Background: an optimization exercise with open tools, aiming at small area. Do not read the settings as production practice.
In this exercise RTL edits were held to simulation tests only and were not proved equivalent to the original.
Power and IR drop assume default switching activity.

### flow/run.sh
#!/bin/bash
# The standard layout (standard.sh) with these changes to how it is made:
#  - Yosys's synth runs without its early "abc -fast" pass (-noabc), so that extract_fa
#    finds the design's full and half adders in their plain form and maps them to
#    fa/ha cells without inverters on their pins;
#  - every input and output port still gets a buffer, but a buf_1 rather than the
#    delay-buffer cell buffer_ports picks by default;
#  - clock tree synthesis uses clkbuf_4 buffers and no dummy loads.
# standard.sh's make output goes to standard.log; ORFS writes each step's log under orfs/logs.
set -euo pipefail
export SYNTH_ARGS="-noabc"
export BUFFER_PORTS_ARGS="-buffer_cell sky130_fd_sc_hd__buf_1"
export CTS_ARGS="-sink_clustering_enable -repair_clock_nets -dont_use_dummy_load -buf_list sky130_fd_sc_hd__clkbuf_4 -root_buf sky130_fd_sc_hd__clkbuf_4"
bash standard.sh > standard.log 2>&1
### standard.sh
#!/bin/bash
# synth_recipe.tcl (not shown) runs the flow's synth.tcl, then flattens the netlist and writes it again
# the make line also repeats each setting of config.mk as NAME=value (left out here)
make -C /OpenROAD-flow-scripts/flow DESIGN_CONFIG=/design/flow/config.mk WORK_HOME=/design/flow/orfs CLKGATE_MAP_FILE= SYNTH_SCRIPT=/design/flow/synth_recipe.tcl "${@:-finish}"
### config.mk
export PLATFORM = sky130hd
export DESIGN_NAME = VectorAccumulate
export DESIGN_NICKNAME = VectorAccumulate
export VERILOG_FILES = /design/flow/design.v
export SDC_FILE = /design/flow/constraint.sdc
export NUM_CORES = 4
export LEC_CHECK = 0
export CAP_MARGIN = 20
export CORE_MARGIN = 2
export CORE_UTILIZATION = 60
export SLEW_MARGIN = 20
### constraint.sdc
create_clock -name core_clock -period 4.0 [get_ports {clk}]
set_input_delay 0.8000 -clock core_clock [delete_from_list [all_inputs] [get_ports {clk}]]
set_output_delay 0.8000 -clock core_clock [all_outputs]
set_load 0.01 [all_outputs]
### design.v
module VectorAccumulate #(
    parameter vector_length = 7,
    parameter data_width = 16
) (
    input wire clk,
    input wire [vector_length*data_width-1: 0] vector_in,
    output wire [data_width+$clog2(vector_length)-1: 0] vector_sum
);
reg [28:0] r1;
reg [20:0] r2;
reg [18:0] r3;
wire n1 = vector_in[0] ^ vector_in[16] ^ vector_in[32];
wire n2 = (vector_in[0] & vector_in[16]) | (vector_in[0] & vector_in[32]) | (vector_in[16] & vector_in[32]);
wire n3 = vector_in[48] ^ vector_in[64] ^ vector_in[80];
wire n4 = (vector_in[48] & vector_in[64]) | (vector_in[48] & vector_in[80]) | (vector_in[64] & vector_in[80]);
wire n5 = vector_in[96] ^ n1 ^ n3;
wire n6 = (vector_in[96] & n1) | (vector_in[96] & n3) | (n1 & n3);
wire n7 = vector_in[1] ^ vector_in[17] ^ vector_in[33];
wire n8 = (vector_in[1] & vector_in[17]) | (vector_in[1] & vector_in[33]) | (vector_in[17] & vector_in[33]);
wire n9 = vector_in[49] ^ vector_in[65] ^ vector_in[81];
wire n10 = (vector_in[49] & vector_in[65]) | (vector_in[49] & vector_in[81]) | (vector_in[65] & vector_in[81]);
wire n11 = vector_in[97] ^ n2 ^ n4;
wire n12 = (vector_in[97] & n2) | (vector_in[97] & n4) | (n2 & n4);
wire n13 = n7 ^ n9 ^ n6;
wire n14 = (n7 & n9) | (n7 & n6) | (n9 & n6);
wire n15 = n11 ^ n13;
wire n16 = n11 & n13;
wire n17 = vector_in[2] ^ vector_in[18] ^ vector_in[34];
wire n18 = (vector_in[2] & vector_in[18]) | (vector_in[2] & vector_in[34]) | (vector_in[18] & vector_in[34]);
wire n19 = vector_in[50] ^ vector_in[66] ^ vector_in[82];
wire n20 = (vector_in[50] & vector_in[66]) | (vector_in[50] & vector_in[82]) | (vector_in[66] & vector_in[82]);
wire n21 = vector_in[98] ^ n8 ^ n10;
wire n22 = (vector_in[98] & n8) | (vector_in[98] & n10) | (n8 & n10);
wire n23 = n17 ^ n19 ^ n12;
wire n24 = (n17 & n19) | (n17 & n12) | (n19 & n12);
wire n25 = n21 ^ n23 ^ n14;
wire n26 = (n21 & n23) | (n21 & n14) | (n23 & n14);
wire n27 = n16 ^ n25;
wire n28 = n16 & n25;
wire n29 = vector_in[3] ^ vector_in[19] ^ vector_in[35];
wire n30 = (vector_in[3] & vector_in[19]) | (vector_in[3] & vector_in[35]) | (vector_in[19] & vector_in[35]);
wire n31 = vector_in[51] ^ vector_in[67] ^ vector_in[83];
wire n32 = (vector_in[51] & vector_in[67]) | (vector_in[51] & vector_in[83]) | (vector_in[67] & vector_in[83]);
wire n33 = vector_in[99] ^ n18 ^ n20;
wire n34 = (vector_in[99] & n18) | (vector_in[99] & n20) | (n18 & n20);
wire n35 = n29 ^ n31 ^ n22;
wire n36 = (n29 & n31) | (n29 & n22) | (n31 & n22);
wire n37 = n33 ^ n24 ^ n35;
wire n38 = (n33 & n24) | (n33 & n35) | (n24 & n35);
wire n39 = n26 ^ n37 ^ n28;
wire n40 = (n26 & n37) | (n26 & n28) | (n37 & n28);
wire n41 = vector_in[4] ^ vector_in[20] ^ vector_in[36];
wire n42 = (vector_in[4] & vector_in[20]) | (vector_in[4] & vector_in[36]) | (vector_in[20] & vector_in[36]);
wire n43 = vector_in[52] ^ vector_in[68] ^ vector_in[84];
wire n44 = (vector_in[52] & vector_in[68]) | (vector_in[52] & vector_in[84]) | (vector_in[68] & vector_in[84]);
wire n45 = vector_in[100] ^ n30 ^ n32;
wire n46 = (vector_in[100] & n30) | (vector_in[100] & n32) | (n30 & n32);
wire n47 = n41 ^ n43 ^ n34;
wire n48 = (n41 & n43) | (n41 & n34) | (n43 & n34);
wire n49 = n45 ^ n36 ^ n47;
wire n50 = (n45 & n36) | (n45 & n47) | (n36 & n47);
wire n51 = n38 ^ n49 ^ n40;
wire n52 = (n38 & n49) | (n38 & n40) | (n49 & n40);
wire n53 = vector_in[5] ^ vector_in[21] ^ vector_in[37];
wire n54 = (vector_in[5] & vector_in[21]) | (vector_in[5] & vector_in[37]) | (vector_in[21] & vector_in[37]);
wire n55 = vector_in[53] ^ vector_in[69] ^ vector_in[85];
wire n56 = (vector_in[53] & vector_in[69]) | (vector_in[53] & vector_in[85]) | (vector_in[69] & vector_in[85]);
wire n57 = vector_in[101] ^ n42 ^ n44;
wire n58 = (vector_in[101] & n42) | (vector_in[101] & n44) | (n42 & n44);
wire n59 = n53 ^ n55 ^ n46;
wire n60 = (n53 & n55) | (n53 & n46) | (n55 & n46);
wire n61 = n57 ^ n48 ^ n59;
wire n62 = (n57 & n48) | (n57 & n59) | (n48 & n59);
wire n63 = vector_in[6] ^ vector_in[22] ^ vector_in[38];
wire n64 = (vector_in[6] & vector_in[22]) | (vector_in[6] & vector_in[38]) | (vector_in[22] & vector_in[38]);
wire n65 = vector_in[54] ^ vector_in[70] ^ vector_in[86];
wire n66 = (vector_in[54] & vector_in[70]) | (vector_in[54] & vector_in[86]) | (vector_in[70] & vector_in[86]);
wire n67 = vector_in[102] ^ n54 ^ n56;
wire n68 = (vector_in[102] & n54) | (vector_in[102] & n56) | (n54 & n56);
wire n69 = n63 ^ n65 ^ n58;
wire n70 = (n63 & n65) | (n63 & n58) | (n65 & n58);
wire n71 = n67 ^ n60 ^ n69;
wire n72 = (n67 & n60) | (n67 & n69) | (n60 & n69);
wire n73 = vector_in[7] ^ vector_in[23] ^ vector_in[39];
wire n74 = (vector_in[7] & vector_in[23]) | (vector_in[7] & vector_in[39]) | (vector_in[23] & vector_in[39]);
wire n75 = vector_in[55] ^ vector_in[71] ^ vector_in[87];
wire n76 = (vector_in[55] & vector_in[71]) | (vector_in[55] & vector_in[87]) | (vector_in[71] & vector_in[87]);
wire n77 = vector_in[103] ^ n64 ^ n66;
wire n78 = (vector_in[103] & n64) | (vector_in[103] & n66) | (n64 & n66);
wire n79 = n73 ^ n75 ^ n68;
wire n80 = (n73 & n75) | (n73 & n68) | (n75 & n68);
wire n81 = n77 ^ n70 ^ n79;
wire n82 = (n77 & n70) | (n77 & n79) | (n70 & n79);
wire n83 = vector_in[8] ^ vector_in[24] ^ vector_in[40];
wire n84 = (vector_in[8] & vector_in[24]) | (vector_in[8] & vector_in[40]) | (vector_in[24] & vector_in[40]);
wire n85 = vector_in[56] ^ vector_in[72] ^ vector_in[88];
wire n86 = (vector_in[56] & vector_in[72]) | (vector_in[56] & vector_in[88]) | (vector_in[72] & vector_in[88]);
wire n87 = vector_in[104] ^ n74 ^ n76;
wire n88 = (vector_in[104] & n74) | (vector_in[104] & n76) | (n74 & n76);
wire n89 = n83 ^ n85 ^ n78;
wire n90 = (n83 & n85) | (n83 & n78) | (n85 & n78);
wire n91 = n87 ^ n80 ^ n89;
wire n92 = (n87 & n80) | (n87 & n89) | (n80 & n89);
wire n93 = vector_in[9] ^ vector_in[25] ^ vector_in[41];
wire n94 = (vector_in[9] & vector_in[25]) | (vector_in[9] & vector_in[41]) | (vector_in[25] & vector_in[41]);
wire n95 = vector_in[57] ^ vector_in[73] ^ vector_in[89];
wire n96 = (vector_in[57] & vector_in[73]) | (vector_in[57] & vector_in[89]) | (vector_in[73] & vector_in[89]);
wire n97 = vector_in[105] ^ n84 ^ n86;
wire n98 = (vector_in[105] & n84) | (vector_in[105] & n86) | (n84 & n86);
wire n99 = n93 ^ n95 ^ n88;
wire n100 = (n93 & n95) | (n93 & n88) | (n95 & n88);
wire n101 = n97 ^ n90 ^ n99;
wire n102 = (n97 & n90) | (n97 & n99) | (n90 & n99);
wire n103 = vector_in[10] ^ vector_in[26] ^ vector_in[42];
wire n104 = (vector_in[10] & vector_in[26]) | (vector_in[10] & vector_in[42]) | (vector_in[26] & vector_in[42]);
wire n105 = vector_in[58] ^ vector_in[74] ^ vector_in[90];
wire n106 = (vector_in[58] & vector_in[74]) | (vector_in[58] & vector_in[90]) | (vector_in[74] & vector_in[90]);
wire n107 = vector_in[106] ^ n94 ^ n96;
wire n108 = (vector_in[106] & n94) | (vector_in[106] & n96) | (n94 & n96);
wire n109 = n103 ^ n105 ^ n98;
wire n110 = (n103 & n105) | (n103 & n98) | (n105 & n98);
wire n111 = n107 ^ n100 ^ n109;
wire n112 = (n107 & n100) | (n107 & n109) | (n100 & n109);
wire n113 = vector_in[11] ^ vector_in[27] ^ vector_in[43];
wire n114 = (vector_in[11] & vector_in[27]) | (vector_in[11] & vector_in[43]) | (vector_in[27] & vector_in[43]);
wire n115 = vector_in[59] ^ vector_in[75] ^ vector_in[91];
wire n116 = (vector_in[59] & vector_in[75]) | (vector_in[59] & vector_in[91]) | (vector_in[75] & vector_in[91]);
wire n117 = vector_in[107] ^ n104 ^ n106;
wire n118 = (vector_in[107] & n104) | (vector_in[107] & n106) | (n104 & n106);
wire n119 = n113 ^ n115 ^ n108;
wire n120 = (n113 & n115) | (n113 & n108) | (n115 & n108);
wire n121 = n117 ^ n110 ^ n119;
wire n122 = (n117 & n110) | (n117 & n119) | (n110 & n119);
wire n123 = vector_in[12] ^ vector_in[28] ^ vector_in[44];
wire n124 = (vector_in[12] & vector_in[28]) | (vector_in[12] & vector_in[44]) | (vector_in[28] & vector_in[44]);
wire n125 = vector_in[60] ^ vector_in[76] ^ vector_in[92];
wire n126 = (vector_in[60] & vector_in[76]) | (vector_in[60] & vector_in[92]) | (vector_in[76] & vector_in[92]);
wire n127 = vector_in[108] ^ n114 ^ n116;
wire n128 = (vector_in[108] & n114) | (vector_in[108] & n116) | (n114 & n116);
wire n129 = n123 ^ n125 ^ n118;
wire n130 = (n123 & n125) | (n123 & n118) | (n125 & n118);
wire n131 = n127 ^ n120 ^ n129;
wire n132 = (n127 & n120) | (n127 & n129) | (n120 & n129);
wire n133 = n122 ^ n131;
wire n134 = n122 & n131;
wire n135 = vector_in[13] ^ vector_in[29] ^ vector_in[45];
wire n136 = (vector_in[13] & vector_in[29]) | (vector_in[13] & vector_in[45]) | (vector_in[29] & vector_in[45]);
wire n137 = vector_in[61] ^ vector_in[77] ^ vector_in[93];
wire n138 = (vector_in[61] & vector_in[77]) | (vector_in[61] & vector_in[93]) | (vector_in[77] & vector_in[93]);
wire n139 = vector_in[109] ^ n124 ^ n126;
wire n140 = (vector_in[109] & n124) | (vector_in[109] & n126) | (n124 & n126);
wire n141 = n135 ^ n137 ^ n128;
wire n142 = (n135 & n137) | (n135 & n128) | (n137 & n128);
wire n143 = n139 ^ n130 ^ n141;
wire n144 = (n139 & n130) | (n139 & n141) | (n130 & n141);
wire n145 = n132 ^ n143 ^ n134;
wire n146 = (n132 & n143) | (n132 & n134) | (n143 & n134);
wire n147 = vector_in[14] ^ vector_in[30] ^ vector_in[46];
wire n148 = (vector_in[14] & vector_in[30]) | (vector_in[14] & vector_in[46]) | (vector_in[30] & vector_in[46]);
wire n149 = vector_in[62] ^ vector_in[78] ^ vector_in[94];
wire n150 = (vector_in[62] & vector_in[78]) | (vector_in[62] & vector_in[94]) | (vector_in[78] & vector_in[94]);
wire n151 = vector_in[110] ^ n136 ^ n138;
wire n152 = (vector_in[110] & n136) | (vector_in[110] & n138) | (n136 & n138);
wire n153 = n147 ^ n149 ^ n140;
wire n154 = (n147 & n149) | (n147 & n140) | (n149 & n140);
wire n155 = n151 ^ n142 ^ n153;
wire n156 = (n151 & n142) | (n151 & n153) | (n142 & n153);
wire n157 = n144 ^ n155 ^ n146;
wire n158 = (n144 & n155) | (n144 & n146) | (n155 & n146);
wire n159 = vector_in[15] ^ vector_in[31] ^ vector_in[47];
wire n160 = (vector_in[15] & vector_in[31]) | (vector_in[15] & vector_in[47]) | (vector_in[31] & vector_in[47]);
wire n161 = vector_in[63] ^ vector_in[79] ^ vector_in[95];
wire n162 = (vector_in[63] & vector_in[79]) | (vector_in[63] & vector_in[95]) | (vector_in[79] & vector_in[95]);
wire n163 = vector_in[111] ^ n148 ^ n150;
wire n164 = (vector_in[111] & n148) | (vector_in[111] & n150) | (n148 & n150);
wire n165 = n159 ^ n161 ^ n152;
wire n166 = (n159 & n161) | (n159 & n152) | (n161 & n152);
wire n167 = n163 ^ n154 ^ n165;
wire n168 = (n163 & n154) | (n163 & n165) | (n154 & n165);
wire n169 = n160 ^ n162 ^ n164;
wire n170 = (n160 & n162) | (n160 & n164) | (n162 & n164);
wire n171 = n166 ^ n169 ^ n168;
wire n172 = (n166 & n169) | (n166 & n168) | (n169 & n168);
always @(posedge clk) begin
    r1[0] <= n5;
    r1[1] <= n15;
    r1[2] <= n27;
    r1[3] <= n39;
    r1[4] <= n51;
    r1[5] <= n50;
    r1[6] <= n61;
    r1[7] <= n52;
    r1[8] <= n62;
    r1[9] <= n71;
    r1[10] <= n72;
    r1[11] <= n81;
    r1[12] <= n82;
    r1[13] <= n91;
    r1[14] <= n92;
    r1[15] <= n101;
    r1[16] <= n102;
    r1[17] <= n111;
    r1[18] <= n112;
    r1[19] <= n121;
    r1[20] <= n133;
    r1[21] <= n145;
    r1[22] <= n157;
    r1[23] <= n156;
    r1[24] <= n167;
    r1[25] <= n158;
    r1[26] <= n171;
    r1[27] <= n170;
    r1[28] <= n172;
end
wire n173 = r1[5] ^ r1[6] ^ r1[7];
wire n174 = (r1[5] & r1[6]) | (r1[5] & r1[7]) | (r1[6] & r1[7]);
wire n175 = r1[8] ^ r1[9] ^ n174;
wire n176 = (r1[8] & r1[9]) | (r1[8] & n174) | (r1[9] & n174);
wire n177 = r1[10] ^ r1[11] ^ n176;
wire n178 = (r1[10] & r1[11]) | (r1[10] & n176) | (r1[11] & n176);
wire n179 = r1[12] ^ r1[13] ^ n178;
wire n180 = (r1[12] & r1[13]) | (r1[12] & n178) | (r1[13] & n178);
wire n181 = r1[14] ^ r1[15] ^ n180;
wire n182 = (r1[14] & r1[15]) | (r1[14] & n180) | (r1[15] & n180);
wire n183 = r1[16] ^ r1[17] ^ n182;
wire n184 = (r1[16] & r1[17]) | (r1[16] & n182) | (r1[17] & n182);
wire n185 = r1[18] ^ r1[19] ^ n184;
wire n186 = (r1[18] & r1[19]) | (r1[18] & n184) | (r1[19] & n184);
wire n187 = r1[23] ^ r1[24] ^ r1[25];
wire n188 = (r1[23] & r1[24]) | (r1[23] & r1[25]) | (r1[24] & r1[25]);
always @(posedge clk) begin
    r2[0] <= r1[0];
    r2[1] <= r1[1];
    r2[2] <= r1[2];
    r2[3] <= r1[3];
    r2[4] <= r1[4];
    r2[5] <= n173;
    r2[6] <= n175;
    r2[7] <= n177;
    r2[8] <= n179;
    r2[9] <= n181;
    r2[10] <= n183;
    r2[11] <= n185;
    r2[12] <= r1[20];
    r2[13] <= n186;
    r2[14] <= r1[21];
    r2[15] <= r1[22];
    r2[16] <= n187;
    r2[17] <= r1[26];
    r2[18] <= n188;
    r2[19] <= r1[27];
    r2[20] <= r1[28];
end
wire n189 = r2[12] ^ r2[13];
wire n190 = r2[12] & r2[13];
wire n191 = r2[14] ^ n190;
wire n192 = r2[14] & n190;
wire n193 = r2[15] ^ n192;
wire n194 = r2[15] & n192;
wire n195 = r2[16] ^ n194;
wire n196 = r2[16] & n194;
wire n197 = r2[17] ^ r2[18] ^ n196;
wire n198 = (r2[17] & r2[18]) | (r2[17] & n196) | (r2[18] & n196);
wire n199 = r2[19] ^ r2[20] ^ n198;
wire n200 = (r2[19] & r2[20]) | (r2[19] & n198) | (r2[20] & n198);
always @(posedge clk) begin
    r3[0] <= r2[0];
    r3[1] <= r2[1];
    r3[2] <= r2[2];
    r3[3] <= r2[3];
    r3[4] <= r2[4];
    r3[5] <= r2[5];
    r3[6] <= r2[6];
    r3[7] <= r2[7];
    r3[8] <= r2[8];
    r3[9] <= r2[9];
    r3[10] <= r2[10];
    r3[11] <= r2[11];
    r3[12] <= n189;
    r3[13] <= n191;
    r3[14] <= n193;
    r3[15] <= n195;
    r3[16] <= n197;
    r3[17] <= n199;
    r3[18] <= n200;
end
assign vector_sum = {r3[18], r3[17], r3[16], r3[15], r3[14], r3[13], r3[12], r3[11], r3[10], r3[9], r3[8], r3[7], r3[6], r3[5], r3[4], r3[3], r3[2], r3[1], r3[0]};
endmodule
==> results_dict.tcl, run 1 <==
set metrics [dict create \
    status "finished clean" \
    cts_buffers 9 \
    multi_input_area_um2 1949 \
    io_pins 132 \
    hpwl_um 4302 \
    grt_pass1_wl_um 8162 \
    synth_fp_nets 382 \
    path_cells "buf_1 -> fa_1 -> fa_1 -> fa_1 -> fa_1 -> ha_1 -> fa_1 -> fa_1" \
    worstPathMaxFanout 1 \
    row_count 27 \
    synth_top_family_by_area "adder cells" \
    crit_buf_inv 1 \
    numClockSinks 69 \
    rsz0062_at_grt "false" \
    fin_crit_ps 3637 \
    antenna_found_initial 0 \
    die_h_um 78.51 \
    syn_area_um2 3331 \
    path_delay_family "adder cells" \
    leakage_uw 0.001520 \
    hp-class "reg2reg" \
    grt_pass1_vias 1930 \
    synthSimpleGateAreaFrac 0 \
    layout.cells.non_filler 381 \
    routed_wl_um 4669 \
    finalSetupViolations 0 \
    die_w_um 78.51 \
    fillerInstances 366 \
    grt_max_degree 13 \
    grt-ovfl-total 0 \
    clk_pin_slew_ps 90 \
    max_stage_delay_ps 500 \
    drc 0 \
    n_antenna_cell 0 \
    synthAdderAreaFrac 0.5853 \
    clock.fmax_mhz 274.9 \
    cts-root-buf "clkbuf_4" \
    syn_inst 169 \
    end_kind "flip-flop" \
    critPathLaunchType "input port" \
    core_um2 5439 \
    synth_compound_area_frac 0 \
    post_cts_buffers 0 \
    cp.arrival_ps 3880 \
    tightest_slew_ps 186.0 \
    slowest_stage "fa_1" \
    synth_xor_area_frac 0 \
    nets 524 \
    post_cts_resized 0 \
    synth-seq-cells 69 \
    num_vias 1747 \
    cp_common_cell "fa_1" \
    setup_tns_ps 0 \
    cts-hold-fix-buffers 0 \
    finalHoldViolCount 0 \
    synthMuxAreaShare 0 \
    dpl.cell_count 372 \
    die_area_um2 6163 \
    yosysSeqAreaShare 0.4147 \
    cts_tree "done" \
    syn_avg_cell_area_um2 19.71 \
    track_usage 0.1829 \
    clk_latency_ps 380 \
    clockBufferDepth 2 \
    cap_viol_max_count 0 \
    htree_levels 3 \
    power.density_nw_per_um2 573.0 \
    drive_above_1_share 0.02913 \
    drt-vias-per-instance 4.585 \
    vdd_drop_max_mv 0.2939 \
    place.gp.congestion 0.6912 \
    drt_first_pass_iters 4 \
    port_buffers 131 \
    start_util 0.6124 \
    regArea_um2 1381 \
    drt_iter0_drc 49 \
    relSlewSlack 0.8765 \
    period_share 0.9093 \
    ys_types 3 \
    wl_per_cell_um 12.25 \
    yosys_warnings 1 \
    ant_nets 0 \
    slew_violations 0 \
    critPathKind "in2reg" \
    fin_util 0.7318 \
    area_growth_pct 19.50 \
    fin_worst_skew_ps 24.03 \
    crit_required_ps 4240 \
]
-- registers in the layout, summed over array words and instances, names as in the netlist --
signal and flops:
r1 29, r2 21, r3 19
-- synth_stat cells --
library cell | n | area share
dfxtp_1 | 69 | 0.41
fa_1 | 93 | 0.56
ha_1 | 7 | 0.026
-- per-stage QoR --
| stage | setup slack [ps] | area [µm²] | power, µW | hold slack (ps) |
|---|---|---|---|---|
| floorplan | 171.4 | 3331 | 1702 | 309.6 |
| global placement | 17.90 | 3913 | 2003 | 309.9 |
| detailed placement | -53.82 | 3913 | 2059 | 312.1 |
| CTS | 371.6 | 3980 | 2351 | 311.5 |
| global route | 329.9 | 3980 | 2540 | 309.6 |
| finish | 362.6 | 3980 | 2281 | 311.1 |
-- where the power goes --
group,switching [µW],total (µW),internal (µW)
combinational,433,822,389
sequential,113,1180,1060
clock,178,283,105
-- metal layers --
metal | vias up | track usage | wire length, µm
met2 | 69 | 0.3017 | 2585
met5 | - | 0 | 0
met3 | 2 | 0.05977 | 314
li1 | 797 | - | -
met1 | 879 | 0.2272 | 1744
met4 | 0 | 0.06842 | 24
-- layout make-up --
type / count / share of cell area
sequential: 69 / 0.3471
multi-input combinational: 100 / 0.4898
timing repair buffer: 131 / 0.1235
clock buffer: 9 / 0.01698
tap: 72 / 0.02263
-- placed cells by master, fill, tap and decap left out --
master	n
clkbuf_4	9
dfxtp_1	69
fa_1	93
buf_1	131
ha_1	7
-- worst reg2reg max path: stages (launching register included) --
cell,delay [ps]
dfxtp_1,330
fa_1,420
fa_1,380
fa_1,390
fa_1,400
fa_1,390
fa_1,400
fa_1,430
-- final timing paths --
path	slack, ps	endpoint	start	depth (start not counted)
min reg2reg	310	r2[20]	r1[28]	0
max reg2reg	720	r2[11]	r1[5]	7
min	310	r2[20]	r1[28]	0
max	360	r1[4]	vector_in[0]	8
-- logic make-up after synthesis --
logic type,Yosys count
adders and majority gates,100
DFF,69
==> inputs of run 2 (changes only) <==
--- a/config.mk
+++ b/config.mk
@@ -8,4 +8,4 @@
 export CAP_MARGIN = 20
 export CORE_MARGIN = 2
-export CORE_UTILIZATION = 60
+export CORE_UTILIZATION = 40
 export SLEW_MARGIN = 20
==> run 2 against run 1 <==
Compared with the run above:
- synthesized area stayed put
- sequential power hardly changed
- critical path depth stayed put
- first-iteration DRC count is 69% lower
- clock power hardly changed
- critical endpoint unchanged
- largest power group unchanged
==> results_dict.tcl, run 2 <==
set metrics [dict create \
    status "finished clean" \
    cp_common_cell "fa_1" \
    r2r_start "r1[5]" \
    grt_max_degree 13 \
    slew_violations 0 \
    worstHoldStart "r1[2]" \
    path_cells "buf_1 -> fa_1 -> fa_1 -> fa_1 -> fa_1 -> ha_1 -> fa_1 -> fa_1" \
    slowest_stage "fa_1" \
    top_register "r1" \
    htree_levels 3 \
    n_antenna_cell 0 \
    ys_types 3 \
    tightest_slew_ps 165.6 \
    grt_pass1_wl_um 8314 \
    synth_largest_area_cell "fa_1" \
    cts-hold-fix-buffers 0 \
    antenna_found_initial 0 \
    drt_first_pass_iters 2 \
    regArea_um2 1381 \
    drt_iter0_drc 15 \
    grt-ovfl-total 0 \
    ant_nets 0 \
    place.gp.congestion 0.7008 \
    routed_wl_um 4648 \
    drive_above_1_share 0.02913 \
    die_w_um 95.25 \
    critPathLaunchType "input port" \
    area_growth_pct 20.74 \
    synth-seq-cells 69 \
    vdd_drop_max_mv 0.1798 \
    cts_tree "done" \
    placed_area_um2 3954 \
    yosysMostFrequentCell "fa_1" \
    track_usage 0.1221 \
    fin_area_um2 4021 \
    max_stage_delay_ps 500 \
    largest_register_ffs 29 \
    yosys_warnings 1 \
    synth_top_area_frac 0.5590 \
    fin_worst_skew_ps 31.43 \
    finalSetupViolations 0 \
    period_share 0.8994 \
    post_cts_buffers 0 \
    whs_ps 314.2 \
    reg_top3 "r1: 29 flops, r2: 21 flops, r3: 19 flops" \
    synth_commonest_cells "fa_1, dfxtp_1, ha_1" \
    cts_buffers 9 \
    cts-root-buf "clkbuf_4" \
    syn_area_um2 3331 \
    finalHoldViolCount 0 \
    dominantRegCellSynth "dfxtp_1" \
    core_um2 8134 \
    crit_start "vector_in[0]" \
    die_area_um2 9073 \
    netlist_top_cells_area "fa_1, dfxtp_1, ha_1" \
    critPathKind "in2reg" \
    crit_required_ps 4260 \
    final_common_cell "buf_1" \
    clk_pin_slew_ps 100 \
    syn_inst 169 \
    relSlewSlack 0.8901 \
    grt_pass1_vias 2027 \
    multi_input_area_um2 1949 \
    clock.fmax_mhz 278.0 \
    end_kind "flip-flop" \
    die_h_um 95.25 \
    cp.arrival_ps 3860 \
    cap_viol_max_count 0 \
    async_flop_share 0 \
    leakage_uw 0.001520 \
    nets 524 \
    synth_fp_nets 382 \
    hp-class "reg2reg" \
    crit_buf_inv 1 \
    port_buffers 131 \
    fin_util 0.4944 \
    power.density_nw_per_um2 568.2 \
    mostFrequentLayoutCells "buf_1, fa_1, dfxtp_1" \
    clockBufferDepth 2 \
    fillerInstances 732 \
    path_delay_family "adder cells" \
    synth_edf_count 0 \
    hpwl_um 4401 \
    syn_avg_cell_area_um2 19.71 \
    fin_crit_ps 3598 \
    drc 0 \
    io_pins 132 \
    start_util 0.4095 \
    post_cts_resized 0 \
    numClockSinks 69 \
    yosysSeqAreaShare 0.4147 \
    worstPathMaxFanout 1 \
    rsz0062_at_grt "false" \
    drt-vias-per-instance 4.152 \
    row_count 33 \
    num_vias 1719 \
    clk_latency_ps 380 \
    wl_per_cell_um 11.23 \
]
==> run 2: metrics by stage <==
step / instances / setup slack [ps] / power, µW / setup TNS, ps
2_1_floorplan: 169 / 171.4 / 1702 / 0
3_3_place_gp: 405 / 15.98 / 2029 / 0
3_5_place_dp: 405 / -43.24 / 2068 / -61.32
4_1_cts: 414 / 409.9 / 2362 / 0
5_1_grt: 414 / 293.4 / 2567 / 0
6_report: 414 / 402.4 / 2285 / 0
==> run 2: final cells by class <==
type | instances | share of cell area
Clock buffer | 9 | 0.01680
Multi-Input combinational cell | 100 | 0.4848
Sequential cell | 69 | 0.3435
Tap cell | 105 | 0.03267
Timing Repair Buffer | 131 | 0.1223
==> run 2: worst paths after layout <==
check | slack (ps) | cells after the start | endpoint
worst max register to register | 700 | 7 | r2[11]
worst min register to register | 310 | 0 | r2[2]
worst max-delay path | 400 | 8 | r1[4]
worst min-delay path | 310 | 0 | r2[2]
==> run 2: logic make-up (layout without fill, tap and decap cells) <==
kind of cell | after synthesis | in the layout | share of synthesized area
fa+ha+maj | 100 | 100 | 0.5853
flops | 69 | 69 | 0.4147
buf+inv | 0 | 140 | 0
==> run 2: per-layer routing <==
layer  track usage  routed length (µm)  vias up
li1              -                   -      798
met1        0.1478                1840      842
met2        0.2054                2413       75
met3       0.03953                 346        4
met4       0.04348                  47        0
met5             0                   0        -
==> run 2: report_power, final <==
part           total, µW  internal (µW)  switching (µW)
registers           1180           1060             118
logic                818            390             427
clock network        286            105             181
==> inputs of run 3 (changes only) <==
--- a/flow/run.sh
+++ b/flow/run.sh
@@ -11,4 +11,4 @@
 export SYNTH_ARGS="-noabc"
 export BUFFER_PORTS_ARGS="-buffer_cell sky130_fd_sc_hd__buf_1"
-export CTS_ARGS="-sink_clustering_enable -repair_clock_nets -dont_use_dummy_load -buf_list sky130_fd_sc_hd__clkbuf_4 -root_buf sky130_fd_sc_hd__clkbuf_4"
+export CTS_ARGS="-sink_clustering_enable -repair_clock_nets -dont_use_dummy_load -buf_list sky130_fd_sc_hd__clkbuf_8 -root_buf sky130_fd_sc_hd__clkbuf_8 -sink_clustering_size 35 -sink_clustering_max_diameter 200"
 bash standard.sh > standard.log 2>&1
==> run 3 against run 2 <==
Compared with the run above:
- maximum frequency decreased by 1.8%
- non-clock buffer count unchanged
- wire length increased by 0.26%
- synthesized area unchanged
- clock skew decreased by 10 ps
- synthesized cell count unchanged
- die area unchanged
- final area increased by 1.4%
- critical path depth unchanged
- clock power increased by 37%
- sequential power about the same
- combinational power about the same
- highest routed layer unchanged
==> results_dict.tcl, run 3 <==
set metrics [dict create \
    yosysMostFrequentCell "fa_1" \
    worstHoldStart "r1[2]" \
    mostFrequentLayoutCells "buf_1, fa_1, dfxtp_1" \
    dpl.cell_count 405 \
    p_seq_frac 0.495 \
    leakage_uw 0.001544 \
    clock.fmax_mhz 272.9 \
    hp-class "reg2reg" \
    drt_iter0_drc 14 \
    reg_top3 "r1: 29 flops, r2: 21 flops, r3: 19 flops" \
    setup_ws_ps 335.7 \
    cp_common_cell "fa_1" \
    rsz0062_at_grt "false" \
    drc 0 \
    critPathLaunchType "input port" \
    hold_end "r2[2]" \
    switching_share 0.3090 \
    row_count 33 \
    cts-root-buf "clkbuf_8" \
    largest_register_ffs 29 \
    htree_levels 3 \
    drt-vias-per-instance 4.145 \
    max_stage_delay_ps 500 \
    synth_top_area_frac 0.5590 \
    async_flop_share 0 \
    slew_violations 0 \
    rr_endpoint "r2[11]" \
    die_w_um 95.25 \
    drive_above_1_share 0.02913 \
    end_kind "flip-flop" \
    hold_depth 0 \
    clockBufferDepth 2 \
    clk_latency_ps 330 \
    cts-hold-fix-buffers 0 \
    clk_pin_slew_ps 70 \
    power_frac_comb 0.341 \
    p_total_uw 2395 \
    track_usage 0.1223 \
    port_buffers 131 \
    status "finished clean" \
    whs_ps 314.0 \
    hpwl_um 4401 \
    crit_required_ps 4200 \
    final_common_cell "buf_1" \
    dominantRegCellSynth "dfxtp_1" \
    post_cts_buffers 0 \
    setup_tns_ps 0 \
    yosysSeqAreaShare 0.4147 \
    rrSetupSlack_ps 710 \
    cp.arrival_ps 3860 \
    p_int_uw 1655 \
    nets 524 \
    grt_max_degree 13 \
    routed_wl_um 4660 \
    layout.cells.non_filler 414 \
    numClockSinks 69 \
    cts_buffers 9 \
    io_pins 132 \
    vdd_drop_max_mv 0.2119 \
    syn_avg_cell_area_um2 19.71 \
    critPathKind "in2reg" \
    synth-seq-cells 69 \
    n_antenna_cell 0 \
    ys_types 3 \
    core_um2 8134 \
    die_h_um 95.25 \
    finalSetupViolations 0 \
    cts_tree "done" \
    die_area_um2 9073 \
    num_vias 1716 \
    relSlewSlack 0.8849 \
    finalHoldViolCount 0 \
    top_register "r1" \
    synth_commonest_cells "fa_1, dfxtp_1, ha_1" \
    clockPowerShare 0.164 \
    start_util 0.4095 \
    synth_largest_area_cell "fa_1" \
    area_growth_pct 22.43 \
    grt_pass1_vias 2030 \
    grt-ovfl-total 0 \
    p_switching_uw 739.8 \
    netlist_top_cells_area "fa_1, dfxtp_1, ha_1" \
    period_share 0.9161 \
    fin_crit_ps 3664 \
    ant_nets 0 \
    cap_viol_max_count 0 \
    r2r_start "r1[5]" \
    post_cts_resized 0 \
    power.density_nw_per_um2 587.2 \
    synth_edf_count 0 \
    fin_worst_skew_ps 21.36 \
    wl_per_cell_um 11.26 \
    tightest_slew_ps 173.3 \
    yosys_warnings 1 \
    syn_area_um2 3331 \
    synth_fp_nets 382 \
    path_cells "buf_1 -> fa_1 -> fa_1 -> fa_1 -> fa_1 -> ha_1 -> fa_1 -> fa_1" \
    grt_pass1_wl_um 8280 \
    antenna_found_initial 0 \
    slowest_stage "fa_1" \
    reg2reg_depth 7 \
    worstPathMaxFanout 1 \
    place.gp.congestion 0.7008 \
    detailedPlace.worstSlack_ps -43.24 \
    drt_first_pass_iters 3 \
    syn_inst 169 \
]
## run 3: cell counts after synthesis
No cell type changed its count.
## run 3: layout make-up
type / count / area, µm²
Fill cell: 730 / 4056
Multi-Input combinational cell: 100 / 1949
Sequential cell: 69 / 1381
Timing Repair Buffer: 131 / 491.7
Tap cell: 105 / 131.4
Clock buffer: 9 / 123.9
## run 3: worst max-delay path by stage
stage	slack, ps	startpoint	endpoint
CTS	320	vector_in[0]	r1[4]
finish	340	vector_in[0]	r1[4]
global placement	20	vector_in[0]	r1[4]
global route	190	vector_in[0]	r1[4]
detailed placement	-40	vector_in[0]	r1[4]
floorplan	170	vector_in[0]	r1[4]
## run 3: cells by family (layout without fill, tap and decap cells)
logic type  count (synthesis)  count (layout)  share of synthesized area
flops                      69              69                     0.4147
buf+inv                     0             140                          0
fa+ha+maj                 100             100                     0.5853
## run 3: critical path, delay by kind of cell
kind / cells / cell delay (ps)
adder cells (fa/ha/maj): 7 / 2980
buffers and inverters: 1 / 90
## run 3: stage by stage
stage,instance area [µm²],utilization
after detailed placement,3954,0.4861
final,4078,0.5013
after global routing,4078,0.5013
after floorplan,3331,-
after CTS,4078,0.5013
after global placement,3954,0.4861
## run 3: per-layer routing
layer | global-route usage | up-vias | wire [µm]
met5 | 0 | - | 0
met4 | 0.04710 | 0 | 74
met2 | 0.2077 | 75 | 2410
met3 | 0.03715 | 6 | 344
li1 | - | 796 | -
met1 | 0.1463 | 839 | 1830
## run 3: power groups by stage
stage,clock [µW],sequential [µW],combinational (µW)
floorplan,0,1230,474
global placement,0,1200,831
detailed placement,0,1210,860
CTS,415,1190,863
global route,442,1220,1010
finish,393,1180,817
==> inputs of run 4 (changes only) <==
--- a/flow/run.sh
+++ b/flow/run.sh
@@ -11,4 +11,4 @@
 export SYNTH_ARGS="-noabc"
 export BUFFER_PORTS_ARGS="-buffer_cell sky130_fd_sc_hd__buf_1"
-export CTS_ARGS="-sink_clustering_enable -repair_clock_nets -dont_use_dummy_load -buf_list sky130_fd_sc_hd__clkbuf_8 -root_buf sky130_fd_sc_hd__clkbuf_8 -sink_clustering_size 35 -sink_clustering_max_diameter 200"
+export CTS_ARGS="-repair_clock_nets -dont_use_dummy_load -buf_list sky130_fd_sc_hd__clkbuf_8 -root_buf sky130_fd_sc_hd__clkbuf_8"
 bash standard.sh > standard.log 2>&1
==> run 4 against run 3 <==
Compared with the run above:
- final area is the same
- worst hold slack is the same
- sequential share of layout area is the same
- maximum frequency is the same
- clock skew is the same
- first-iteration DRC count is the same
- critical path depth is the same
==> results_dict.tcl, run 4 <==
set metrics [dict create \
    synthMuxAreaShare 0 \
    largest_register_ffs 29 \
    syn_area_um2 3331 \
    ys_types 3 \
    syn_inst 169 \
    critPathLaunchType "input port" \
    drc 0 \
    final_common_cell "buf_1" \
    post_cts_resized 0 \
    post_cts_buffers 0 \
    relSlewSlack 0.8849 \
    netlist_top_cells_area "fa_1, dfxtp_1, ha_1" \
    clk_latency_ps 330 \
    nets 524 \
    status "finished clean" \
    finalSetupViolations 0 \
    worstPathMaxFanout 1 \
    yosysMostFrequentCell "fa_1" \
    mostFrequentLayoutCells "buf_1, fa_1, dfxtp_1" \
    detailedPlace.worstSlack_ps -43.24 \
    area_growth_pct 22.43 \
    fin_worst_skew_ps 21.36 \
    vdd_drop_max_mv 0.2119 \
    synth_edf_count 0 \
    tightest_slew_ps 173.3 \
    setup_ws_ps 335.7 \
    rr_endpoint "r2[11]" \
    reg_top3 "r1: 29 flops, r2: 21 flops, r3: 19 flops" \
    wl_per_cell_um 11.26 \
    rsz0062_at_grt "false" \
    cts_tree "done" \
    grt_pass1_wl_um 8280 \
    synthAdderAreaFrac 0.5853 \
    hpwl_um 4401 \
    fin_crit_ps 3664 \
    place.gp.congestion 0.7008 \
    synth_commonest_cells "fa_1, dfxtp_1, ha_1" \
    critPathKind "in2reg" \
    rrSetupSlack_ps 710 \
    grt-ovfl-total 0 \
    cts-hold-fix-buffers 0 \
    period_share 0.9161 \
    r2r_start "r1[5]" \
    clockBufferDepth 2 \
    ant_nets 0 \
    drive_above_1_share 0.02913 \
    num_vias 1716 \
    yosysSeqAreaShare 0.4147 \
    grt_pass1_vias 2030 \
    whs_ps 314.0 \
    dominantRegCellSynth "dfxtp_1" \
    clk_pin_slew_ps 70 \
    routed_wl_um 4660 \
    critPathCapture "r1[4]" \
    start_util 0.4095 \
    setup_tns_ps 0 \
    synth_compound_area_frac 0 \
    crit_start "vector_in[0]" \
    core_um2 8134 \
    reg2reg_depth 7 \
    power.density_nw_per_um2 587.2 \
    yosys_warnings 1 \
    io_pins 132 \
    drt_iter0_drc 14 \
    numClockSinks 69 \
    slew_violations 0 \
    port_buffers 131 \
    antenna_found_initial 0 \
    finalHoldViolCount 0 \
    drt-vias-per-instance 4.145 \
    top_register "r1" \
    placed_area_um2 3954 \
    p_total_uw 2395 \
    syn_avg_cell_area_um2 19.71 \
    synth_fp_nets 382 \
    async_flop_share 0 \
    hp-class "reg2reg" \
    n_antenna_cell 0 \
    cts-root-buf "clkbuf_8" \
    die_w_um 95.25 \
    htree_levels 3 \
    synth-seq-cells 69 \
    drt_first_pass_iters 3 \
    fin_area_um2 4078 \
    cap_viol_max_count 0 \
    synth_top_family_by_area "adder cells" \
    cts_buffers 9 \
    clock.fmax_mhz 272.9 \
    synthSimpleGateAreaFrac 0 \
    synth_top_area_frac 0.5590 \
    track_usage 0.1223 \
    die_h_um 95.25 \
    die_area_um2 9073 \
    synth_xor_area_frac 0 \
    end_kind "flip-flop" \
    cp.arrival_ps 3860 \
    grt_max_degree 13 \
    leakage_uw 0.001544 \
    crit_required_ps 4200 \
    row_count 33 \
    synth_largest_area_cell "fa_1" \
]
## run 4: cell counts after synthesis
Identical to the previous run, type by type.
## run 4: final cells by class
class | count | area (µm²)
Multi-Input combinational cell | 100 | 1949
Clock buffer | 9 | 123.9
Sequential cell | 69 | 1381
Tap cell | 105 | 131.4
Fill cell | 730 | 4056
Timing Repair Buffer | 131 | 491.7
## run 4: kinds of logic (layout without fill, tap and decap cells)
logic type,count (synthesis),count (layout)
flops,69,69
buf+inv,0,140
fa+ha+maj,100,100
## run 4: worst min path at each step
| stage | from | endpoint | slack (ps) | cells past startpoint |
|---|---|---|---|---|
| 3_3_place_gp | r1[27] | r2[19] | 310 | 0 |
| 2_1_floorplan | r1[0] | r2[0] | 310 | 0 |
| 4_1_cts | r1[2] | r2[2] | 320 | 0 |
| 5_1_grt | r1[27] | r2[19] | 320 | 0 |
| 3_5_place_dp | r1[20] | r2[12] | 310 | 0 |
| 6_report | r1[2] | r2[2] | 310 | 0 |
## run 4: metal layers
layer / global-route usage / part of all wire / up-vias
li1: - / - / 796
met1: 0.1463 / 0.39 / 839
met2: 0.2077 / 0.52 / 75
met3: 0.03715 / 0.074 / 6
met4: 0.04710 / 0.016 / 0
met5: 0 / 0 / -
## run 4: per-stage QoR
stage               utilization  instances
finish                   0.5013        414
global route             0.5013        414
CTS                      0.5013        414
detailed placement       0.4861        405
global placement         0.4861        405
floorplan                     -        169
## run 4: power by group
| group | internal [µW] | switching, µW |
|---|---|---|
| combinational | 389 | 427 |
| sequential | 1070 | 119 |
| clock | 199 | 194 |
| total | 1650 | 740 |
## run 4: worst max-delay path: stages
cell   delay [ps]
buf_1          90
fa_1          500
fa_1          440
fa_1          460
fa_1          490
ha_1          220
fa_1          420
fa_1          450
==> inputs of run 5 (changes only) <==
--- a/flow/run.sh
+++ b/flow/run.sh
@@ -11,4 +11,4 @@
 export SYNTH_ARGS="-noabc"
 export BUFFER_PORTS_ARGS="-buffer_cell sky130_fd_sc_hd__buf_1"
-export CTS_ARGS="-repair_clock_nets -dont_use_dummy_load -buf_list sky130_fd_sc_hd__clkbuf_8 -root_buf sky130_fd_sc_hd__clkbuf_8"
+export CTS_ARGS="-sink_clustering_enable -repair_clock_nets -dont_use_dummy_load -buf_list sky130_fd_sc_hd__clkbuf_16 -root_buf sky130_fd_sc_hd__clkbuf_16 -sink_clustering_size 70 -sink_clustering_max_diameter 500"
 bash standard.sh > standard.log 2>&1
==> run 5 against run 4 <==
Compared with the run above:
- still clean
- maximum frequency about the same
- power rose by 9.0%
- setup slack got worse by 2.8 ps
- worst hold slack about the same
- first-iteration DRC count is 29% lower
- register-to-register slack is essentially flat
- critical endpoint unchanged
- highest routed layer unchanged
==> results_dict.tcl, run 5 <==
set metrics [dict create \
    clockPowerShare 0.233 \
    yosys_warnings 1 \
    worstHoldStart "r1[2]" \
    tightest_slew_ps 173.9 \
    rr_endpoint "r2[11]" \
    start_util 0.4095 \
    rsz0062_at_grt "false" \
    worstPathMaxFanout 1 \
    fin_worst_skew_ps 16.41 \
    synth_commonest_cells "fa_1, dfxtp_1, ha_1" \
    synthAdderAreaFrac 0.5853 \
    leakage_uw 0.001590 \
    async_flop_share 0 \
    clk_pin_slew_ps 50 \
    syn_avg_cell_area_um2 19.71 \
    htree_levels 3 \
    reg_top3 "r1: 29 flops, r2: 21 flops, r3: 19 flops" \
    p_int_uw 1847 \
    drc 0 \
    wirelength_met1_um 1846 \
    synth_fp_nets 382 \
    power.density_nw_per_um2 624.4 \
    yosysSeqAreaShare 0.4147 \
    setup_ws_ps 332.9 \
    synth_top_family_by_area "adder cells" \
    io_pins 132 \
    synthSimpleGateAreaFrac 0 \
    netlist_top_cells_area "fa_1, dfxtp_1, ha_1" \
    critPathKind "in2reg" \
    ys_types 3 \
    die_w_um 95.25 \
    post_cts_buffers 0 \
    ant_nets 0 \
    drt_first_pass_iters 3 \
    area_growth_pct 25.47 \
    die_area_um2 9073 \
    clock.fmax_mhz 272.7 \
    synth-seq-cells 69 \
    grt-ovfl-total 0 \
    fin_crit_ps 3667 \
    post_cts_resized 0 \
    switching_share 0.2920 \
    row_count 33 \
    largest_register_ffs 29 \
    synth_top_area_frac 0.5590 \
    vdd_drop_max_mv 0.2120 \
    place.gp.congestion 0.7008 \
    critPathLaunchType "input port" \
    hp-class "reg2reg" \
    wl_met2_um 2391 \
    hold_end "r2[2]" \
    yosysMostFrequentCell "fa_1" \
    port_buffers 131 \
    cts-hold-fix-buffers 0 \
    syn_inst 169 \
    p_switching_uw 762.0 \
    hold_depth 0 \
    detailedPlace.worstSlack_ps -43.24 \
    wl_met3_um 319 \
    synthMuxAreaShare 0 \
    drt_iter0_drc 10 \
    wl_per_cell_um 11.19 \
    synth_compound_area_frac 0 \
    hpwl_um 4401 \
    syn_area_um2 3331 \
    die_h_um 95.25 \
    synth_edf_count 0 \
    status "finished clean" \
    rrSetupSlack_ps 710 \
    routed_wl_um 4633 \
    num_vias 1727 \
    period_share 0.9168 \
    synth_largest_area_cell "fa_1" \
    crit_required_ps 4190 \
    finalHoldViolCount 0 \
    grt_pass1_vias 2052 \
    antenna_found_initial 0 \
    grt_max_degree 13 \
    dominantRegCellSynth "dfxtp_1" \
    drt-vias-per-instance 4.171 \
    setup_tns_ps 0 \
    final_common_cell "buf_1" \
    drive_above_1_share 0.02913 \
    cts-root-buf "clkbuf_16" \
    synth_xor_area_frac 0 \
    p_seq_frac 0.454 \
    mostFrequentLayoutCells "buf_1, fa_1, dfxtp_1" \
    clk_latency_ps 310 \
    r2r_start "r1[5]" \
    clockBufferDepth 2 \
    track_usage 0.1227 \
    reg2reg_depth 7 \
    nets 524 \
    core_um2 8134 \
    numClockSinks 69 \
    cap_viol_max_count 0 \
    top_register "r1" \
    power_frac_comb 0.313 \
    top_layer_used "met4" \
    cp.arrival_ps 3850 \
    finalSetupViolations 0 \
    end_kind "flip-flop" \
    grt_pass1_wl_um 8328 \
    slew_violations 0 \
    cts_buffers 9 \
    n_antenna_cell 0 \
    cts_tree "done" \
    relSlewSlack 0.8845 \
]
-- run 5: cell types whose count changed in the layout (fill, tap and decap cells not counted) --
cell,before,now
clkbuf_16,0,9
clkbuf_8,9,0
-- run 5: kinds of logic after synthesis --
kind of cell / after synthesis
adder cells (fa/ha/maj): 100
flip-flops: 69
-- run 5: worst max path at each step --
stage	startpoint	endpoint	slack, ps	cells after the start
after floorplan	vector_in[0]	r1[4]	170	7
after global placement	vector_in[0]	r1[4]	20	8
after detailed placement	vector_in[0]	r1[4]	-40	8
after CTS	vector_in[0]	r1[4]	320	8
after global routing	vector_in[0]	r1[4]	190	8
final	vector_in[0]	r1[4]	330	8
-- run 5: area by class of cell --
class | instances | area [µm²]
timing repair buffer | 131 | 491.7
fill | 720 | 3955
multi-input combinational | 100 | 1949
sequential | 69 | 1381
tap | 105 | 131.4
clock buffer | 9 | 225.2
-- run 5: power groups by stage --
stage	registers, µW	clock network, µW	logic [µW]
2_1_floorplan	1230	0	474
3_3_place_gp	1200	0	831
3_5_place_dp	1210	0	860
4_1_cts	1200	632	860
5_1_grt	1230	660	1010
6_report	1190	608	815
-- run 5: critical path: stages --
cell	delay, ps
buf_1	90
fa_1	500
fa_1	440
fa_1	460
fa_1	490
ha_1	220
fa_1	420
fa_1	450
-- run 5: layer usage --
| layer | vias to the layer above | GRT usage |
|---|---|---|
| met1 | 850 | 0.1457 |
| met5 | - | 0 |
| li1 | 798 | - |
| met2 | 73 | 0.2095 |
| met3 | 6 | 0.03715 |
| met4 | 0 | 0.04710 |
-- run 5: stage by stage --
| step | power, µW | instances | util | hold WS (ps) | cell area, µm² |
|---|---|---|---|---|---|
| 3_3_place_gp | 2029 | 405 | 0.4861 | 309.9 | 3954 |
| 3_5_place_dp | 2068 | 405 | 0.4861 | 312.1 | 3954 |
| 2_1_floorplan | 1702 | 169 | - | 309.6 | 3331 |
| 4_1_cts | 2688 | 414 | 0.5138 | 317.0 | 4179 |
| 5_1_grt | 2894 | 414 | 0.5138 | 322.3 | 4179 |
| 6_report | 2609 | 414 | 0.5138 | 313.6 | 4179 |
==> inputs of run 6 (changes only) <==
--- a/flow/run.sh
+++ b/flow/run.sh
@@ -11,4 +11,4 @@
 export SYNTH_ARGS="-noabc"
 export BUFFER_PORTS_ARGS="-buffer_cell sky130_fd_sc_hd__buf_1"
-export CTS_ARGS="-sink_clustering_enable -repair_clock_nets -dont_use_dummy_load -buf_list sky130_fd_sc_hd__clkbuf_16 -root_buf sky130_fd_sc_hd__clkbuf_16 -sink_clustering_size 70 -sink_clustering_max_diameter 500"
+export CTS_ARGS="-sink_clustering_enable -repair_clock_nets -dont_use_dummy_load -buf_list sky130_fd_sc_hd__clkbuf_2 -root_buf sky130_fd_sc_hd__clkbuf_4"
 bash standard.sh > standard.log 2>&1
==> run 6 against run 5 <==
Compared with the run above:
- global-route usage fell by 0.053 points
- sequential power barely moved
- die area did not move
- combinational power barely moved
==> results_dict.tcl, run 6 <==
set metrics [dict create \
    routed_wl_um 4648 \
    reg_top3 "r1: 29 flops, r2: 21 flops, r3: 19 flops" \
    post_cts_buffers 0 \
    whs_ps 314.2 \
    drive_above_1_share 0.02913 \
    place.gp.congestion 0.7008 \
    wl_per_cell_um 11.23 \
    clk_pin_slew_ps 100 \
    cts_tree "done" \
    cts_buffers 9 \
    antenna_found_initial 0 \
    rrSetupSlack_ps 700 \
    synth_fp_nets 382 \
    synth-seq-cells 69 \
    yosys_warnings 1 \
    fin_area_um2 4021 \
    end_kind "flip-flop" \
    area_growth_pct 20.74 \
    rsz0062_at_grt "false" \
    reg2reg_depth 7 \
    drt-vias-per-instance 4.152 \
    die_h_um 95.25 \
    dpl.cell_count 405 \
    core_um2 8134 \
    netlist_top_cells_area "fa_1, dfxtp_1, ha_1" \
    grt_pass1_vias 2027 \
    drc 0 \
    clock.fmax_mhz 278.0 \
    placed_area_um2 3954 \
    track_usage 0.1221 \
    regArea_um2 1381 \
    drt_iter0_drc 15 \
    grt_max_degree 13 \
    finalSetupViolations 0 \
    numClockSinks 69 \
    grt_pass1_wl_um 8314 \
    crit_required_ps 4260 \
    grt-ovfl-total 0 \
    hold_depth 0 \
    syn_inst 169 \
    yosysMostFrequentCell "fa_1" \
    row_count 33 \
    critPathLaunchType "input port" \
    syn_area_um2 3331 \
    die_w_um 95.25 \
    fin_crit_ps 3598 \
    io_pins 132 \
    synth_edf_count 0 \
    cts-hold-fix-buffers 0 \
    n_antenna_cell 0 \
    cp.arrival_ps 3860 \
    cts-root-buf "clkbuf_4" \
    clk_latency_ps 380 \
    top_register "r1" \
    period_share 0.8994 \
    synth_largest_area_cell "fa_1" \
    final_common_cell "buf_1" \
    leakage_uw 0.001520 \
    port_buffers 131 \
    power.density_nw_per_um2 568.2 \
    critPathKind "in2reg" \
    synth_top_area_frac 0.5590 \
    num_vias 1719 \
    worstHoldStart "r1[2]" \
    ant_nets 0 \
    hpwl_um 4401 \
    fin_util 0.4944 \
    post_cts_resized 0 \
    fin_worst_skew_ps 31.43 \
    worstPathMaxFanout 1 \
    synth_commonest_cells "fa_1, dfxtp_1, ha_1" \
    syn_avg_cell_area_um2 19.71 \
    ys_types 3 \
    async_flop_share 0 \
    htree_levels 3 \
    yosysSeqAreaShare 0.4147 \
    drt_first_pass_iters 2 \
    dominantRegCellSynth "dfxtp_1" \
    die_area_um2 9073 \
    start_util 0.4095 \
    tightest_slew_ps 165.6 \
    rr_endpoint "r2[11]" \
    relSlewSlack 0.8901 \
    nets 524 \
    hold_end "r2[2]" \
    vdd_drop_max_mv 0.1798 \
    hp-class "reg2reg" \
    slew_violations 0 \
    r2r_start "r1[5]" \
    finalHoldViolCount 0 \
    setup_tns_ps 0 \
    mostFrequentLayoutCells "buf_1, fa_1, dfxtp_1" \
    multi_input_area_um2 1949 \
    fillerInstances 732 \
    largest_register_ffs 29 \
    layout.cells.non_filler 414 \
    cap_viol_max_count 0 \
    clockBufferDepth 2 \
    status "finished clean" \
]
## run 6: cell counts after synthesis
No cell type changed its count.
## run 6: per-stage QoR
step                setup slack [ps]  power [µW]
global placement               15.98        2029
CTS                            409.9        2362
detailed placement            -43.24        2068
floorplan                      171.4        1702
global route                   293.4        2567
finish                         402.4        2285
## run 6: where the power goes
group,internal (µW),switching [µW],leakage (µW)
Sequential,1060,118,0.000582
Clock,105,181,0.0000414
Combinational,390,427,0.000897
## run 6: worst max-delay path by stage
stage               slack (ps)     end    startpoint  cells after the start
global route               290   r1[4]  vector_in[0]                      8
CTS                        410  r1[22]  vector_in[9]                      8
detailed placement         -40   r1[4]  vector_in[0]                      8
finish                     400   r1[4]  vector_in[0]                      8
global placement            20   r1[4]  vector_in[0]                      8
floorplan                  170   r1[4]  vector_in[0]                      7
## run 6: final cells by class
class | instances | share of cell area
clock buffers | 9 | 0.01680
well taps | 105 | 0.03267
multi-input cells | 100 | 0.4848
flip-flops and latches | 69 | 0.3435
repair buffers | 131 | 0.1223
## run 6: critical path: stages
cell	delay, ps
buf_1	90
fa_1	500
fa_1	440
fa_1	460
fa_1	490
ha_1	220
fa_1	420
fa_1	450
## run 6: kinds of logic after synthesis
family                     count (synthesis)  share of synthesized area
DFF                                       69                     0.4147
adders and majority gates                100                     0.5853
## run 6: routing by layer
layer	wire length (µm)	GRT usage
met5	0	0
met4	47	0.04348
met3	346	0.03953
met2	2413	0.2054
met1	1840	0.1478
==> inputs of run 7 (changes only) <==
--- a/flow/run.sh
+++ b/flow/run.sh
@@ -11,4 +11,4 @@
 export SYNTH_ARGS="-noabc"
 export BUFFER_PORTS_ARGS="-buffer_cell sky130_fd_sc_hd__buf_1"
-export CTS_ARGS="-sink_clustering_enable -repair_clock_nets -dont_use_dummy_load -buf_list sky130_fd_sc_hd__clkbuf_2 -root_buf sky130_fd_sc_hd__clkbuf_4"
+export CTS_ARGS="-sink_clustering_enable -repair_clock_nets -dont_use_dummy_load -buf_list sky130_fd_sc_hd__clkbuf_4 -root_buf sky130_fd_sc_hd__clkbuf_4 -sink_clustering_size 25 -sink_clustering_max_diameter 100"
 bash standard.sh > standard.log 2>&1
==> run 7 against run 6 <==
Compared with the run above:
- global-route usage stayed put
- via count did not move
- sequential power barely moved
- final area unchanged
- clock-buffer cell count did not move
- synthesized cell count unchanged
- clock skew unchanged
- wire length is the same
- combinational power is essentially flat
==> results_dict.tcl, run 7 <==
set metrics [dict create \
    status "finished clean" \
    max_stage_delay_ps 500 \
    drive_above_1_share 0.02913 \
    leakage_uw 0.001520 \
    numClockSinks 69 \
    largest_register_ffs 29 \
    antenna_found_initial 0 \
    rr_endpoint "r2[11]" \
    p_total_uw 2285 \
    synth_compound_area_frac 0 \
    worstHoldStart "r1[2]" \
    die_w_um 95.25 \
    ys_types 3 \
    synth_xor_area_frac 0 \
    synth_top_area_frac 0.5590 \
    rrSetupSlack_ps 700 \
    rsz0062_at_grt "false" \
    n_antenna_cell 0 \
    hold_depth 0 \
    port_buffers 131 \
    synthMuxAreaShare 0 \
    critPathLaunchType "input port" \
    relSlewSlack 0.8901 \
    crit_start "vector_in[0]" \
    setup_ws_ps 402.4 \
    hpwl_um 4401 \
    synth_edf_count 0 \
    setup_tns_ps 0 \
    cts_buffers 9 \
    htree_levels 3 \
    synth-seq-cells 69 \
    reg_top3 "r1: 29 flops, r2: 21 flops, r3: 19 flops" \
    slowest_stage "fa_1" \
    mostFrequentLayoutCells "buf_1, fa_1, dfxtp_1" \
    path_cells "buf_1 -> fa_1 -> fa_1 -> fa_1 -> fa_1 -> ha_1 -> fa_1 -> fa_1" \
    routed_wl_um 4648 \
    worstPathMaxFanout 1 \
    clock.fmax_mhz 278.0 \
    reg2reg_depth 7 \
    syn_avg_cell_area_um2 19.71 \
    syn_inst 169 \
    synth_largest_area_cell "fa_1" \
    clk_pin_slew_ps 100 \
    crit_required_ps 4260 \
    drt_iter0_drc 15 \
    start_util 0.4095 \
    hold_end "r2[2]" \
    die_h_um 95.25 \
    vdd_drop_max_mv 0.1798 \
    finalHoldViolCount 0 \
    placed_area_um2 3954 \
    drt_first_pass_iters 2 \
    yosysSeqAreaShare 0.4147 \
    grt_pass1_vias 2027 \
    fin_worst_skew_ps 31.43 \
    core_um2 8134 \
    yosysMostFrequentCell "fa_1" \
    post_cts_resized 0 \
    cp.arrival_ps 3860 \
    finalSetupViolations 0 \
    yosys_warnings 1 \
    row_count 33 \
    post_cts_buffers 0 \
    power.density_nw_per_um2 568.2 \
    grt-ovfl-total 0 \
    netlist_top_cells_area "fa_1, dfxtp_1, ha_1" \
    period_share 0.8994 \
    grt_pass1_wl_um 8314 \
    synth_commonest_cells "fa_1, dfxtp_1, ha_1" \
    cts-hold-fix-buffers 0 \
    clk_latency_ps 380 \
    fin_crit_ps 3598 \
    ant_nets 0 \
    area_growth_pct 20.74 \
    critPathKind "in2reg" \
    dominantRegCellSynth "dfxtp_1" \
    wl_per_cell_um 11.23 \
    place.gp.congestion 0.7008 \
    tightest_slew_ps 165.6 \
    cts-root-buf "clkbuf_4" \
    final_common_cell "buf_1" \
    synthSimpleGateAreaFrac 0 \
    cap_viol_max_count 0 \
    cts_tree "done" \
    synth_fp_nets 382 \
    nets 524 \
    grt_max_degree 13 \
    r2r_start "r1[5]" \
    synth_top_family_by_area "adder cells" \
    die_area_um2 9073 \
    hp-class "reg2reg" \
    slew_violations 0 \
    cp_common_cell "fa_1" \
    fin_util 0.4944 \
    top_register "r1" \
    syn_area_um2 3331 \
    clockBufferDepth 2 \
    track_usage 0.1221 \
    num_vias 1719 \
    end_kind "flip-flop" \
    async_flop_share 0 \
    drc 0 \
    fin_area_um2 4021 \
    io_pins 132 \
    detailedPlace.worstSlack_ps -43.24 \
    drt-vias-per-instance 4.152 \
    synthAdderAreaFrac 0.5853 \
]
## run 7: metrics by stage
stage	cells	hold WS (ps)
after floorplan	169	309.6
after global placement	405	309.9
after detailed placement	405	312.1
after CTS	414	315.1
after global routing	414	323.8
final	414	314.2
## run 7: critical path, delay by kind of cell
family | cells | cell delay (ps)
adders and majority gates | 7 | 2980
buffers and inverters | 1 | 90
## run 7: layout make-up
cell class,instances,area (µm²)
Multi-Input combinational cell,100,1949
Clock buffer,9,67.56
Sequential cell,69,1381
Tap cell,105,131.4
Timing Repair Buffer,131,491.7
Fill cell,732,4113
## run 7: cells by family (layout without fill, tap and decap cells)
group	count (synthesis)	in the layout
adder cells (fa/ha/maj)	100	100
buffers and inverters	0	140
flip-flops	69	69
## run 7: worst max path at each step
stage	slack (ps)	endpoint
after floorplan	170	r1[4]
after global placement	20	r1[4]
after detailed placement	-40	r1[4]
after CTS	410	r1[22]
after global routing	290	r1[4]
final	400	r1[4]
## run 7: routing by layer
layer,routed length [µm],track usage,vias up
met5,0,0,-
met2,2413,0.2054,75
li1,-,-,798
met4,47,0.04348,0
met1,1840,0.1478,842
met3,346,0.03953,4
## run 7: report_power, final
group / internal, µW / switching (µW)
logic: 390 / 427
clock network: 105 / 181
registers: 1060 / 118
total: 1560 / 726
==> inputs of run 8 (changes only) <==
--- a/flow/run.sh
+++ b/flow/run.sh
@@ -11,4 +11,4 @@
 export SYNTH_ARGS="-noabc"
 export BUFFER_PORTS_ARGS="-buffer_cell sky130_fd_sc_hd__buf_1"
-export CTS_ARGS="-sink_clustering_enable -repair_clock_nets -dont_use_dummy_load -buf_list sky130_fd_sc_hd__clkbuf_4 -root_buf sky130_fd_sc_hd__clkbuf_4 -sink_clustering_size 25 -sink_clustering_max_diameter 100"
+export CTS_ARGS="-sink_clustering_enable -repair_clock_nets -dont_use_dummy_load -buf_list sky130_fd_sc_hd__clkbuf_4 -root_buf sky130_fd_sc_hd__clkbuf_4 -sink_clustering_size 40 -sink_clustering_max_diameter 300"
 bash standard.sh > standard.log 2>&1
==> run 8 against run 7 <==
Compared with the run above:
- still clean
- final cell count is the same
- first-iteration DRC count unchanged
- wire length stayed put
- flip-flop and latch count stayed put
- largest cell class unchanged
==> results_dict.tcl, run 8 <==
set metrics [dict create \
    rsz0062_at_grt "false" \
    status "finished clean" \
    fillerInstances 732 \
    drt-vias-per-instance 4.152 \
    hpwl_um 4401 \
    finalSetupViolations 0 \
    crit_required_ps 4260 \
    netlist_top_cells_area "fa_1, dfxtp_1, ha_1" \
    reg2reg_depth 7 \
    regArea_um2 1381 \
    relSlewSlack 0.8901 \
    multi_input_area_um2 1949 \
    grt_pass1_vias 2027 \
    wl_per_cell_um 11.23 \
    setup_ws_ps 402.4 \
    syn_area_um2 3331 \
    synth_top_area_frac 0.5590 \
    yosysMostFrequentCell "fa_1" \
    power.density_nw_per_um2 568.2 \
    synth_largest_area_cell "fa_1" \
    fin_crit_ps 3598 \
    grt-ovfl-total 0 \
    ant_nets 0 \
    rrSetupSlack_ps 700 \
    top_register "r1" \
    die_w_um 95.25 \
    leakage_uw 0.001520 \
    die_h_um 95.25 \
    fin_worst_skew_ps 31.43 \
    synth-seq-cells 69 \
    cts-hold-fix-buffers 0 \
    p_total_uw 2285 \
    io_pins 132 \
    post_cts_buffers 0 \
    async_flop_share 0 \
    track_usage 0.1221 \
    clk_latency_ps 380 \
    cp.arrival_ps 3860 \
    critPathLaunchType "input port" \
    cap_viol_max_count 0 \
    nets 524 \
    core_um2 8134 \
    syn_inst 169 \
    slew_violations 0 \
    critPathCapture "r1[4]" \
    die_area_um2 9073 \
    numClockSinks 69 \
    drt_iter0_drc 15 \
    finalHoldViolCount 0 \
    tightest_slew_ps 165.6 \
    r2r_start "r1[5]" \
    cts_buffers 9 \
    dominantRegCellSynth "dfxtp_1" \
    syn_avg_cell_area_um2 19.71 \
    cts-root-buf "clkbuf_4" \
    drc 0 \
    antenna_found_initial 0 \
    place.gp.congestion 0.7008 \
    hp-class "reg2reg" \
    routed_wl_um 4648 \
    period_share 0.8994 \
    vdd_drop_max_mv 0.1798 \
    synth_fp_nets 382 \
    yosysSeqAreaShare 0.4147 \
    clk_pin_slew_ps 100 \
    largest_register_ffs 29 \
    rr_endpoint "r2[11]" \
    yosys_warnings 1 \
    worstPathMaxFanout 1 \
    end_kind "flip-flop" \
    detailedPlace.worstSlack_ps -43.24 \
    critPathKind "in2reg" \
    cts_tree "done" \
    post_cts_resized 0 \
    num_vias 1719 \
    clock.fmax_mhz 278.0 \
    grt_max_degree 13 \
    synth_edf_count 0 \
    clockBufferDepth 2 \
    ys_types 3 \
    row_count 33 \
    drt_first_pass_iters 2 \
    crit_start "vector_in[0]" \
    n_antenna_cell 0 \
    reg_top3 "r1: 29 flops, r2: 21 flops, r3: 19 flops" \
    drive_above_1_share 0.02913 \
    synth_commonest_cells "fa_1, dfxtp_1, ha_1" \
    area_growth_pct 20.74 \
    grt_pass1_wl_um 8314 \
    final_common_cell "buf_1" \
    start_util 0.4095 \
    htree_levels 3 \
    mostFrequentLayoutCells "buf_1, fa_1, dfxtp_1" \
    port_buffers 131 \
]
-- run 8: cell counts in the layout (fill, tap and decap cells not counted) --
No cell type changed its count.
-- run 8: cell type report --
class,count,share of cell area
Timing Repair Buffer,131,0.1223
Clock buffer,9,0.01680
Multi-Input combinational cell,100,0.4848
Tap cell,105,0.03267
Sequential cell,69,0.3435
-- run 8: power breakdown --
part           internal (µW)  switching (µW)  leakage (µW)
Sequential              1060             118      0.000582
Clock                    105             181     0.0000414
Combinational            390             427      0.000897
-- run 8: worst max-delay path: stages --
cell   delay (ps)
buf_1          90
fa_1          500
fa_1          440
fa_1          460
fa_1          490
ha_1          220
fa_1          420
fa_1          450
-- run 8: metal layers --
| layer | track usage | vias up | routed length, µm |
|---|---|---|---|
| met2 | 0.2054 | 75 | 2413 |
| li1 | - | 798 | - |
| met4 | 0.04348 | 0 | 47 |
| met1 | 0.1478 | 842 | 1840 |
| met5 | 0 | - | 0 |
| met3 | 0.03953 | 4 | 346 |
-- run 8: worst min-delay path by stage --
stage	startpoint	endpoint	slack [ps]	depth (start not counted)
6_report	r1[2]	r2[2]	310	0
5_1_grt	r1[4]	r2[4]	320	0
4_1_cts	r1[2]	r2[2]	320	0
3_5_place_dp	r1[20]	r2[12]	310	0
3_3_place_gp	r1[27]	r2[19]	310	0
2_1_floorplan	r1[0]	r2[0]	310	0
-- run 8: kinds of logic (layout without fill, tap and decap cells) --
logic type                 count (synthesis)  count (layout)  share of synthesized area
adders and majority gates                100             100                     0.5853
buffers and inverters                      0             140                          0
DFF                                       69              69                     0.4147
-- run 8: stage by stage --
| stage | utilization | setup TNS (ps) | hold WS [ps] | area [µm²] | instances |
|---|---|---|---|---|---|
| 6_report | 0.4944 | 0 | 314.2 | 4021 | 414 |
| 5_1_grt | 0.4944 | 0 | 323.8 | 4021 | 414 |
| 4_1_cts | 0.4944 | 0 | 315.1 | 4021 | 414 |
| 3_5_place_dp | 0.4861 | -61.32 | 312.1 | 3954 | 405 |
| 3_3_place_gp | 0.4861 | 0 | 309.9 | 3954 | 405 |
| 2_1_floorplan | - | 0 | 309.6 | 3331 | 169 |

Re-timed with assumed drivers on the ports (clkbuf_16 on the clock, buf_2 on other inputs), run 8 has 0.402 ns of setup slack against 0.402 ns with ideal ports, and 0.010 ns once port delays also move by the mid clock arrival of 0.392 ns.
